This is an optimization exercise on Yosys and OpenROAD, whose aim is small area and a short achievable clock period, not a production implementation. Where RTL was checked, it was by simulation tests only, not by an equivalence proof against the original. The clock port is modelled as an ideal driver; clocking choices that lean on that would not hold on a real chip.

== before ==
==> flow/design.v <==
module mux2i_gate (
    input  logic s,
    input  logic a0,
    input  logic a1,
    output logic y
);
    assign y = ~(s ? a1 : a0);
endmodule
module predecoder (
    input  logic       test,
    input  logic [5:0] k,          
    input  logic [5:0] address,
    input  logic       en,
    output logic [15:0] lo_n,      
    output logic [7:0] hi_n        
);
    logic [5:0] a, a_n;
    for (genvar i = 0; i < 6; i++) begin : g_a
        mux2i_gate m (.s(test), .a0(address[i]), .a1(k[i]), .y(a_n[i]));
        inv_gate   n (.a(a_n[i]), .y(a[i]));
    end
    for (genvar i = 0; i < 8; i++) begin : g_l
        for (genvar c = 0; c < 2; c++) begin : g_c
            nand3_gate l (
                .a(i[0] ? a[0] : a_n[0]),
                .b(i[1] ? a[1] : a_n[1]),
                .c(i[2] ? a[2] : a_n[2]),
                .y(lo_n[8*c+i])
            );
        end
        nand4_gate h (
            .a(en),
            .b(i[0] ? a[3] : a_n[3]),
            .c(i[1] ? a[4] : a_n[4]),
            .d(i[2] ? a[5] : a_n[5]),
            .y(hi_n[i])
        );
    end
endmodule
module rdwr (
    input  logic test,
    input  logic k6,
    input  logic csin,
    input  logic rwbarin,
    output logic rd,
    output logic wr,
    output logic wr_n,     
    output logic idle_n    
);
    assign rd   = test ? k6 : (csin & rwbarin);
    assign wr_n   = test ? k6 : ~(csin & ~rwbarin);
    assign wr   = test ? ~k6 : (csin & ~rwbarin);
    assign idle_n = test | csin;
endmodule
module pattern (
    input  logic [2:0] k,
    output logic [7:0] pat
);
    always_comb begin
        case (k)
            3'd0: pat = 8'hAA;
            3'd1: pat = 8'h55;
            3'd2: pat = 8'hF0;
            3'd3: pat = 8'h0F;
            3'd4: pat = 8'h00;
            3'd5: pat = 8'hFF;
            3'd6: pat = 8'hCC;
            default: pat = 8'h33;
        endcase
    end
endmodule
module dinmux (
    input  logic       test,
    input  logic [7:0] pat,
    input  logic [7:0] datain,
    output logic [7:0] din_n
);
    for (genvar b = 0; b < 8; b++) begin : g_b
        mux2i_gate m (.s(test), .a0(datain[b]), .a1(pat[b]), .y(din_n[b]));
    end
endmodule
module decoder (
    input  logic        test,
    input  logic [6:0]  k,         
    input  logic        csin,
    input  logic        rwbarin,
    input  logic [5:0]  address,
    output logic        wr_n,      
    output logic        idle_n,    
    output logic [63:0] rsel_n,    
    output logic [63:0] we         
);
    logic       rd, wr;
    logic [15:0] lor_n, low_n, lor;
    logic [7:0]  hir_n, hiw_n, hir;
    rdwr rw (.test(test), .k6(k[6]), .csin(csin), .rwbarin(rwbarin),
             .rd(rd), .wr(wr), .wr_n(wr_n), .idle_n(idle_n));
    predecoder pr (.test(test), .k(k[5:0]), .address(address), .en(rd),
                   .lo_n(lor_n), .hi_n(hir_n));
    predecoder pw (.test(test), .k(k[5:0]), .address(address), .en(wr),
                   .lo_n(low_n), .hi_n(hiw_n));
    for (genvar i = 0; i < 16; i++) begin : g_l
        inv_gate u_l (.a(lor_n[i]), .y(lor[i]));
    end
    for (genvar i = 0; i < 8; i++) begin : g_h
        inv_gate u_h (.a(hir_n[i]), .y(hir[i]));
    end
    for (genvar w = 0; w < 64; w++) begin : g_w
        nand2_gate u_r (.a(hir[w / 8]), .b(lor[(w / 32) * 8 + w % 8]), .y(rsel_n[w]));
        nor2_gate u_w (.a(hiw_n[w / 8]), .b(low_n[(w / 32) * 8 + w % 8]), .y(we[w]));
    end
endmodule
module nand4_gate (
    input  logic a, b, c, d,
    output logic y
);
    assign y = ~(a & b & c & d);
endmodule
module nand3_gate (
    input  logic a, b, c,
    output logic y
);
    assign y = ~(a & b & c);
endmodule
module nand2_gate (
    input  logic a, b,
    output logic y
);
    assign y = ~(a & b);
endmodule
module nor2_gate (
    input  logic a,
    input  logic b,
    output logic y
);
    assign y = ~(a | b);
endmodule
module oai22_gate (
    input  logic a1, a2, b1, b2,
    output logic y
);
    assign y = ~((a1 | a2) & (b1 | b2));
endmodule
module inv_gate (
    input  logic a,
    output logic y
);
    assign y = ~a;
endmodule
module multiplexer (
    input  logic [63:0] d_n,       
    input  logic [63:0] rsel_n,
    input  logic        din_n,     
    input  logic        wr_n,
    input  logic        q_n,       
    input  logic        idle_n,
    output logic        out
);
    logic [65:0] s_n, v_n;
    assign s_n = {idle_n, wr_n, rsel_n};
    assign v_n = {q_n, din_n, d_n};
    logic [32:0] t;      
    for (genvar i = 0; i < 33; i++) begin : g_t
        oai22_gate u (
            .a1(s_n[2*i]),   .a2(v_n[2*i]),
            .b1(s_n[2*i+1]), .b2(v_n[2*i+1]),
            .y(t[i])
        );
    end
    logic [16:0] x_n;    
    for (genvar i = 0; i < 16; i++) begin : g_x
        nor2_gate g (.a(t[2*i]), .b(t[2*i+1]), .y(x_n[i]));
    end
    inv_gate g_x16 (.a(t[32]), .y(x_n[16]));
    logic [4:0] u;       
    for (genvar i = 0; i < 3; i++) begin : g_u
        nand4_gate g (.a(x_n[4*i]), .b(x_n[4*i+1]), .c(x_n[4*i+2]), .d(x_n[4*i+3]), .y(u[i]));
    end
    nand3_gate g_u3 (.a(x_n[12]), .b(x_n[13]), .c(x_n[14]), .y(u[3]));
    nand2_gate g_u4 (.a(x_n[15]), .b(x_n[16]), .y(u[4]));
    logic [2:0] y_n;     
    nor2_gate g_y0 (.a(u[0]), .b(u[1]), .y(y_n[0]));
    nor2_gate g_y1 (.a(u[2]), .b(u[3]), .y(y_n[1]));
    inv_gate  g_y2 (.a(u[4]), .y(y_n[2]));
    nand3_gate g_out (.a(y_n[0]), .b(y_n[1]), .c(y_n[2]), .y(out));
endmodule
module dout_gate (
    input  logic t,
    input  logic n,
    input  logic csin,
    input  logic rwbarin,
    output logic y
);
    assign y = t | (n & csin & rwbarin);
endmodule
module bist #(
    parameter size   = 6,
    parameter length = 8
) (
    input  logic             clk,
    input  logic             rst,
    input  logic             start,
    input  logic             csin,
    input  logic             rwbarin,
    input  logic             opr,
    input  logic [size-1:0]  address,
    input  logic [length-1:0] datain,
    output logic [length-1:0] dataout,
    output logic              fail
);
    logic       test;
    logic [9:0] k;
    always_ff @(posedge clk) begin
        if (rst)
            test <= 1'b0;
        else if (!test)
            test <= start;
        else if (&k)
            test <= 1'b0;
        k <= test ? k + 10'd1 : 10'd0;
    end
    logic [7:0] pat;
    pattern pgen (.k(k[9:7]), .pat(pat));
    logic        wr_n, idle_n;
    logic [63:0] rsel_n, we;
    logic [7:0]  din_n;
    decoder dec (
        .test    (test),
        .k       (k[6:0]),
        .csin    (csin),
        .rwbarin (rwbarin),
        .address (address),
        .wr_n    (wr_n),
        .idle_n  (idle_n),
        .rsel_n  (rsel_n),
        .we      (we)
    );
    dinmux dmux (.test(test), .pat(pat), .datain(datain), .din_n(din_n));
    logic [7:0] mem_n [0:63];
    always_ff @(posedge clk)
        for (int w = 0; w < 64; w++)
            if (we[w])
                mem_n[w] <= din_n;
    logic [7:0] rdata, rdata_n, rdata_nx;
    assign rdata_n = ~rdata;
    for (genvar b = 0; b < 8; b++) begin : g_rd
        logic [63:0] col_n;
        for (genvar w = 0; w < 64; w++) begin : g_w
            assign col_n[w] = mem_n[w][b];
        end
        multiplexer mux (
            .d_n      (col_n),
            .rsel_n   (rsel_n),
            .din_n    (din_n[b]),
            .wr_n     (wr_n),
            .q_n      (rdata_n[b]),
            .idle_n   (idle_n),
            .out      (rdata_nx[b])
        );
    end
    always_ff @(posedge clk)
        rdata <= rdata_nx;
    logic [7:0] rdata_t, rdata_i;
    assign rdata_t = rdata & {8{test & k[6]}};
    assign rdata_i = rdata & {8{~test}};
    for (genvar b = 0; b < 8; b++) begin : g_out
        dout_gate u (.t(rdata_t[b]), .n(rdata_i[b]), .csin(csin), .rwbarin(rwbarin),
                     .y(dataout[b]));
    end
    always_ff @(posedge clk)
        fail <= test && k[6] && opr && (rdata != pat);
endmodule
export LEC_CHECK = 0
export CAP_MARGIN = 20
export CORE_MARGIN = 2
export CORE_UTILIZATION = 50
export PLACE_DENSITY = 0.65
export SETUP_SLACK_MARGIN = 3.0
export SLEW_MARGIN = 20
export SYNTH_HIERARCHICAL = 1
export TNS_END_PERCENT = 0
create_clock -name core_clock -period 5.5 [get_ports {clk}]
standard.sh (not shown) runs the stock make flow with config.mk's settings and CLKGATE_MAP_FILE= SYNTH_SCRIPT=/design/flow/synth_recipe.tcl, a recipe that flattens the netlist after the stock synthesis.
==> flow/flow/run.sh <==
#!/bin/bash
# The standard layout (standard.sh), with plain buffers on the ports instead of
# the delay cells buffer_ports picks by default, and no dummy clock loads in CTS.
set -euo pipefail
export BUFFER_PORTS_ARGS="-buffer_cell sky130_fd_sc_hd__buf_2"
export CTS_ARGS="-sink_clustering_enable -repair_clock_nets -sink_clustering_size 30 -sink_clustering_max_diameter 100 -dont_use_dummy_load"
bash standard.sh > standard.log 2>&1
The inputs of after differ from those of before as listed below.
-- flow/design.v --
<<< before, line 12
    input  logic [5:0] address,
    input  logic       en,
    output logic [15:0] lo_n,      
    output logic [7:0] hi_n        
);
>>> after, line 12
    input  logic [5:0] address,
    input  logic       en,
    output logic [7:0] lo_n,       
    output logic [7:0] hi_n        
);
<<< before, line 21
    end
    for (genvar i = 0; i < 8; i++) begin : g_l
        for (genvar c = 0; c < 2; c++) begin : g_c
            nand3_gate l (
                .a(i[0] ? a[0] : a_n[0]),
                .b(i[1] ? a[1] : a_n[1]),
                .c(i[2] ? a[2] : a_n[2]),
                .y(lo_n[8*c+i])
            );
        end
        nand4_gate h (
            .a(en),
>>> after, line 21
    end
    for (genvar i = 0; i < 8; i++) begin : g_l
        nand3_gate l (
            .a(i[0] ? a[0] : a_n[0]),
            .b(i[1] ? a[1] : a_n[1]),
            .c(i[2] ? a[2] : a_n[2]),
            .y(lo_n[i])
        );
        nand4_gate h (
            .a(en),
<<< before, line 89
    output logic        idle_n,    
    output logic [63:0] rsel_n,    
    output logic [63:0] we         
);
    logic       rd, wr;
    logic [15:0] lor_n, low_n, lor;
    logic [7:0]  hir_n, hiw_n, hir;
    rdwr rw (.test(test), .k6(k[6]), .csin(csin), .rwbarin(rwbarin),
             .rd(rd), .wr(wr), .wr_n(wr_n), .idle_n(idle_n));
>>> after, line 87
    output logic        idle_n,    
    output logic [63:0] rsel_n,    
    output logic [63:0] we,        
    output logic [63:0] we_n       
);
    logic       rd, wr;
    logic [7:0] lor_n, low_n, hir_n, hiw_n, lor, hir, low, hiw;
    rdwr rw (.test(test), .k6(k[6]), .csin(csin), .rwbarin(rwbarin),
             .rd(rd), .wr(wr), .wr_n(wr_n), .idle_n(idle_n));
<<< before, line 100
    predecoder pw (.test(test), .k(k[5:0]), .address(address), .en(wr),
                   .lo_n(low_n), .hi_n(hiw_n));
    for (genvar i = 0; i < 16; i++) begin : g_l
        inv_gate u_l (.a(lor_n[i]), .y(lor[i]));
    end
    for (genvar i = 0; i < 8; i++) begin : g_h
        inv_gate u_h (.a(hir_n[i]), .y(hir[i]));
    end
    for (genvar w = 0; w < 64; w++) begin : g_w
        nand2_gate u_r (.a(hir[w / 8]), .b(lor[(w / 32) * 8 + w % 8]), .y(rsel_n[w]));
        nor2_gate u_w (.a(hiw_n[w / 8]), .b(low_n[(w / 32) * 8 + w % 8]), .y(we[w]));
    end
endmodule
>>> after, line 98
    predecoder pw (.test(test), .k(k[5:0]), .address(address), .en(wr),
                   .lo_n(low_n), .hi_n(hiw_n));
    for (genvar i = 0; i < 8; i++) begin : g_i
        inv_gate u_l (.a(lor_n[i]), .y(lor[i]));
        inv_gate u_h (.a(hir_n[i]), .y(hir[i]));
        inv_gate v_l (.a(low_n[i]), .y(low[i]));
        inv_gate v_h (.a(hiw_n[i]), .y(hiw[i]));
    end
    for (genvar w = 0; w < 64; w++) begin : g_w
        nand2_gate u_r (.a(hir[w / 8]), .b(lor[w % 8]), .y(rsel_n[w]));
        nor2_gate u_w (.a(hiw_n[w / 8]), .b(low_n[w % 8]), .y(we[w]));
        nand2_gate v_w (.a(hiw[w / 8]), .b(low[w % 8]), .y(we_n[w]));
    end
endmodule
<<< before, line 135
);
    assign y = ~(a | b);
endmodule
module oai22_gate (
>>> after, line 134
);
    assign y = ~(a | b);
endmodule
module ao22_gate (
    input  logic a1, a2, b1, b2,
    output logic y
);
    assign y = (a1 & a2) | (b1 & b2);
endmodule
module oai22_gate (
<<< before, line 223
    pattern pgen (.k(k[9:7]), .pat(pat));
    logic        wr_n, idle_n;
    logic [63:0] rsel_n, we;
    logic [7:0]  din_n;
    decoder dec (
>>> after, line 228
    pattern pgen (.k(k[9:7]), .pat(pat));
    logic        wr_n, idle_n;
    logic [63:0] rsel_n, we, we_n;
    logic [7:0]  din_n;
    decoder dec (
<<< before, line 234
        .idle_n  (idle_n),
        .rsel_n  (rsel_n),
        .we      (we)
    );
    dinmux dmux (.test(test), .pat(pat), .datain(datain), .din_n(din_n));
    logic [7:0] mem_n [0:63];
    always_ff @(posedge clk)
        for (int w = 0; w < 64; w++)
            if (we[w])
                mem_n[w] <= din_n;
    logic [7:0] rdata, rdata_n, rdata_nx;
    assign rdata_n = ~rdata;
>>> after, line 239
        .idle_n  (idle_n),
        .rsel_n  (rsel_n),
        .we      (we),
        .we_n    (we_n)
    );
    dinmux dmux (.test(test), .pat(pat), .datain(datain), .din_n(din_n));
    logic [7:0] mem_n [0:63];
    logic [7:0] mem_n_nx [0:63];
    for (genvar w = 0; w < 64; w++) begin : g_m
        for (genvar b = 0; b < 8; b++) begin : g_b
            ao22_gate u (.a1(mem_n[w][b]), .a2(we_n[w]), .b1(din_n[b]), .b2(we[w]),
                         .y(mem_n_nx[w][b]));
        end
    end
    always_ff @(posedge clk)
        for (int w = 0; w < 64; w++)
            mem_n[w] <= mem_n_nx[w];
    logic [7:0] rdata, rdata_n, rdata_nx;
    assign rdata_n = ~rdata;
[summary]
after finished all stages; the layout is clean.
Higher worst hold slack among after and before: before
Compared with before, after degrades post-detailed-placement half-perimeter wirelength.
Summary of after over before: final design instance area without fill down about 4%; delay of the slowest cell on the worst path down 0.22 ns; area fraction in compound gates after synthesis up 23 points; largest fanout of any net on the critical path down 1.
Run comparison: after worst setup path endpoint rdata[6]; before worst setup path endpoint mem_n[47][2]
Largest family of logic cells by synthesized area = compound AO/OA/AOI/OAI gates: after; largest family of logic cells by synthesized area = simple AND/OR/NAND/NOR gates: before
As of after, via count had risen by more than a quarter compared to before.
Side by side, row count turned out lower in after than in before.
The RTL of before was laid out without a check of its function.

==> what the ideal ports hide <==
How much do the figures lean on ideal ports? The routed layouts below were timed once more, with nothing changed but the port constraints.
Step 1: set_driving_cell puts a clkbuf_16 on clk and a buf_2 on each other input, an assumption about the parent block.
Step 2, shift: input delay + t, output delay - t, t = (earliest + latest rising clock arrival at the registers) / 2. This alone moves slack from input paths to output paths.
Three values: ideal ports, drivers, drivers and shift; two values: the first two.
| run | t (ns) | setup slack, ns | worst setup path after step 2 |
|---|---|---|---|
| before | 0.599 | 2.795 / 2.735 / 2.200 | input to register |
| after | 0.619 | 2.692 / 2.725 / 2.106 | input to register |
After both steps every run listed still meets setup and hold. For before, which loses most, drivers alone change the setup slack by -0.060 ns; drivers and shift together by -0.595 ns.
